This design comes from an exercise in tuning for small area and a short achievable clock period on the open sky130 flow, not from production work.
Where RTL was checked, it was by simulation tests only, not by an equivalence proof against the original.
Power is estimated from default activity; no workload was simulated.

## before
## RF_ALU
module RF_ALU (input clk,
               input RegSet,
               input RegWrite,
               input [3:0] ALU_control,
               input [31:0] instr,
               input [31:0] Writedata,
               output reg [31:0] rd1,
               output reg [31:0] rd2,
               output [31:0] ALU_result,
               output Zero);
wire [4:0] rs1 = instr[19:15];
wire [4:0] rs2 = instr[24:20];
wire [4:0] rd  = instr[11:7];
reg        pend_v;
reg        pend_alu;
reg [4:0]  pend_rd;
reg [31:0] pend_wd;
reg [31:0] regs [1:31];
wire [31:0] wdata = pend_alu ? ALU_result : pend_wd;
wire [31:0] stale;         
assign stale[0] = 1'b0;
wire [32*32-1:0] rows;     
assign rows[31:0] = wdata;
genvar r, k;
generate
    for (r = 1; r < 32; r = r + 1) begin : row
        wire we   = pend_v && (pend_rd == r);
        wire hold = !we;
        wire [31:0] d;
        assign stale[r] = we;
        assign rows[32*r +: 32] = regs[r];
        for (k = 0; k < 32; k = k + 1) begin : bt
            g_ao22 wc (.a1(regs[r][k]), .a2(hold), .b1(wdata[k]), .b2(we), .y(d[k]));
        end
        always @(posedge clk) regs[r] <= d;
    end
endgenerate
wire pend_nz = pend_v && (pend_rd != 5'd0);
wire [31:0] sel1, sel2;
rf_dec dec1 (.rs(rs1), .stale(stale), .pv(pend_nz), .prd(pend_rd), .sel(sel1));
rf_dec dec2 (.rs(rs2), .stale(stale), .pv(pend_nz), .prd(pend_rd), .sel(sel2));
wire [31:0] a, b;
generate
    for (k = 0; k < 32; k = k + 1) begin : rdbit
        wire [31:0] col;
        for (r = 0; r < 32; r = r + 1) begin : c
            assign col[r] = rows[32*r + k];
        end
        rf_mux32 m1 (.sel(sel1), .d(col), .q(a[k]));
        rf_mux32 m2 (.sel(sel2), .d(col), .q(b[k]));
    end
endgenerate
wire op_and   = (ALU_control == 4'b0000);
wire op_or    = (ALU_control == 4'b0001);
wire op_sub   = (ALU_control == 4'b0110);
wire op_arith = (ALU_control == 4'b0010) || op_sub;
wire [31:0] aa, g0n, t0n;
generate
    for (k = 0; k < 32; k = k + 1) begin : pg
        g_xor2  x (.a(a[k]), .b(op_sub), .y(aa[k]));
        g_nand3 g (.a(aa[k]), .b(b[k]), .c(op_arith), .y(g0n[k]));
        g_nor2  t (.a(aa[k]), .b(b[k]), .y(t0n[k]));
  ...
clock: 9.0 ns
lec_check: 0
cap_margin: 20
core_margin: 2
core_utilization: 40
cts_cluster_diameter: 80
cts_cluster_size: 24
setup_slack_margin: 5
slew_margin: 20
synth_hierarchical: 1
run.sh (not shown) runs the stock make flow with config.mk's settings and CLKGATE_MAP_FILE= SYNTH_SCRIPT=/design/flow/synth_recipe.tcl, a recipe that flattens the netlist after the stock synthesis.
#### Input delta (after over before)
diff --git a/flow/design.v b/flow/design.v
--- a/flow/design.v
+++ b/flow/design.v
@@ -30,20 +30,26 @@
         assign stale[r] = we;
         assign rows[32*r +: 32] = regs[r];
         for (k = 0; k < 32; k = k + 1) begin : bt
             g_ao22 wc (.a1(regs[r][k]), .a2(hold), .b1(wdata[k]), .b2(we), .y(d[k]));
         end
         always @(posedge clk) regs[r] <= d;
     end
 endgenerate
-wire pend_nz = pend_v && (pend_rd != 5'd0);
-wire [31:0] sel1, sel2;
-rf_dec dec1 (.rs(rs1), .stale(stale), .pv(pend_nz), .prd(pend_rd), .sel(sel1));
-rf_dec dec2 (.rs(rs2), .stale(stale), .pv(pend_nz), .prd(pend_rd), .sel(sel2));
+function [31:0] selects(input [4:0] rs, input [31:0] stl, input pv, input [4:0] prd);
+    integer j;
+    begin
+        selects[0] = pv && (rs == prd) && (rs != 5'd0);
+        for (j = 1; j < 32; j = j + 1)
+            selects[j] = (rs == j) && !stl[j];
+    end
+endfunction
+wire [31:0] sel1 = selects(rs1, stale, pend_v, pend_rd);
+wire [31:0] sel2 = selects(rs2, stale, pend_v, pend_rd);
 wire [31:0] a, b;
 generate
     for (k = 0; k < 32; k = k + 1) begin : rdbit
         wire [31:0] col;
         for (r = 0; r < 32; r = r + 1) begin : c
             assign col[r] = rows[32*r + k];
         end
         rf_mux32 m1 (.sel(sel1), .d(col), .q(a[k]));
@@ -658,47 +664,16 @@
     alu_t[30] <= l1t_30;
     alu_t[31] <= l1t_31;
     pend_v   <= (RegWrite || RegSet) && (rd != 5'd0);
     pend_alu <= RegWrite;
     pend_rd  <= rd;
     pend_wd  <= Writedata;
 end
 endmodule
-module rf_dec (input [4:0] rs, input [31:0] stale, input pv, input [4:0] prd,
-               output [31:0] sel);
-wire [3:0] lo_n;
-wire [7:0] hi_n;
-wire [4:0] x;
-wire e0, e1;
-genvar j;
-generate
-    for (j = 0; j < 5; j = j + 1) begin : iv
-        g_xnor2 c (.a(rs[j]), .b(prd[j]), .y(x[j]));
-    end
-    for (j = 0; j < 4; j = j + 1) begin : lo
-        g_ndec2 #(.V(j)) n (.x(rs[1:0]), .y(lo_n[j]));
-    end
-    for (j = 0; j < 8; j = j + 1) begin : hi
-        g_ndec3 #(.V(j)) n (.x(rs[4:2]), .y(hi_n[j]));
-    end
-    for (j = 1; j < 32; j = j + 1) begin : s
-        g_nor3 n (.a(lo_n[j % 4]), .b(hi_n[j / 4]), .c(stale[j]), .y(sel[j]));
-    end
-endgenerate
-g_nand3 c0 (.a(x[0]), .b(x[1]), .c(x[2]), .y(e0));
-g_nand3 c1 (.a(x[3]), .b(x[4]), .c(pv), .y(e1));
-g_nor2 c2 (.a(e0), .b(e1), .y(sel[0]));
-endmodule
-module g_ndec2 #(parameter V = 0) (input [1:0] x, output y);
-assign y = ~(x == V);
-endmodule
-module g_ndec3 #(parameter V = 0) (input [2:0] x, output y);
-assign y = ~(x == V);
-endmodule
 module rf_mux32 (input [31:0] sel, input [31:0] d, output q);
 wire [3:0] u;
 wire [1:0] v;
 genvar j;
 generate
     for (j = 0; j < 4; j = j + 1) begin : l1
         rf_mux8 x (.sel(sel[8*j +: 8]), .d(d[8*j +: 8]), .y(u[j]));
     end
@@ -720,19 +695,16 @@
 assign y = ~((a1 | a2) & b1);
 endmodule
 module g_nand4 (input a, input b, input c, input d, output y);
 assign y = ~(a & b & c & d);
 endmodule
 module g_nand3 (input a, input b, input c, output y);
 assign y = ~(a & b & c);
 endmodule
-module g_nor3 (input a, input b, input c, output y);
-assign y = ~(a | b | c);
-endmodule
 module g_nand2 (input a, input b, output y);
 assign y = ~(a & b);
 endmodule
 module g_nor2 (input a, input b, output y);
 assign y = ~(a | b);
 endmodule
 module g_xor2 (input a, input b, output y);
 assign y = a ^ b;
Results
- Going from before to after, area growth from synthesis to layout went up 0.28 points; power went up about 0.56%; first-iteration DRC count went up 9.1%.
- On count of placed standard cells including taps, after and before are neck and neck.
- Compared to before, after has part of the power in combinational logic 0.2 points lower.
- after vs before: first-pass GRT wire length up in after
- Comparing critical path depth for after and before, the bigger number came from before.
- Going from before to after, setup slack of the critical path after layout moved up, fill cell instance count of the final layout moved down, static leakage now sits lower, non-clock buffer count in the final layout dropped 0.72%, total die area shows a reduction of 0.57%.
Function not checked in before: the RTL went through the layout flow alone.

## port drivers added, routing unchanged
In the flow no input, the clock included, has a driving cell. The finished layouts below were timed again as built, in two steps.
Step 1: set_driving_cell puts a clkbuf_16 on clk and a buf_2 on each other input, an assumption about the parent block.
Step 2 moves the port delays by t, midway between the first and last clock arrival at a register: inputs arrive t later, outputs are due t later. That takes back most of the time a late clock gives input paths.
Slacks: ideal ports / drivers / drivers and shift; pairs: ideal ports / drivers.
run | t (ns) | setup WS [ns] | worst setup path after step 2 | pins driven straight from the clock port
before | 0.780 | 4.937 / 4.868 / 4.216 | input to register | 1
after | 0.786 | 4.946 / 4.874 / 4.204 | input to register | 1
After both steps every run listed still meets setup and hold. The setup slack of after, which loses most, moves by -0.072 ns with the drivers and by -0.742 ns with both steps.
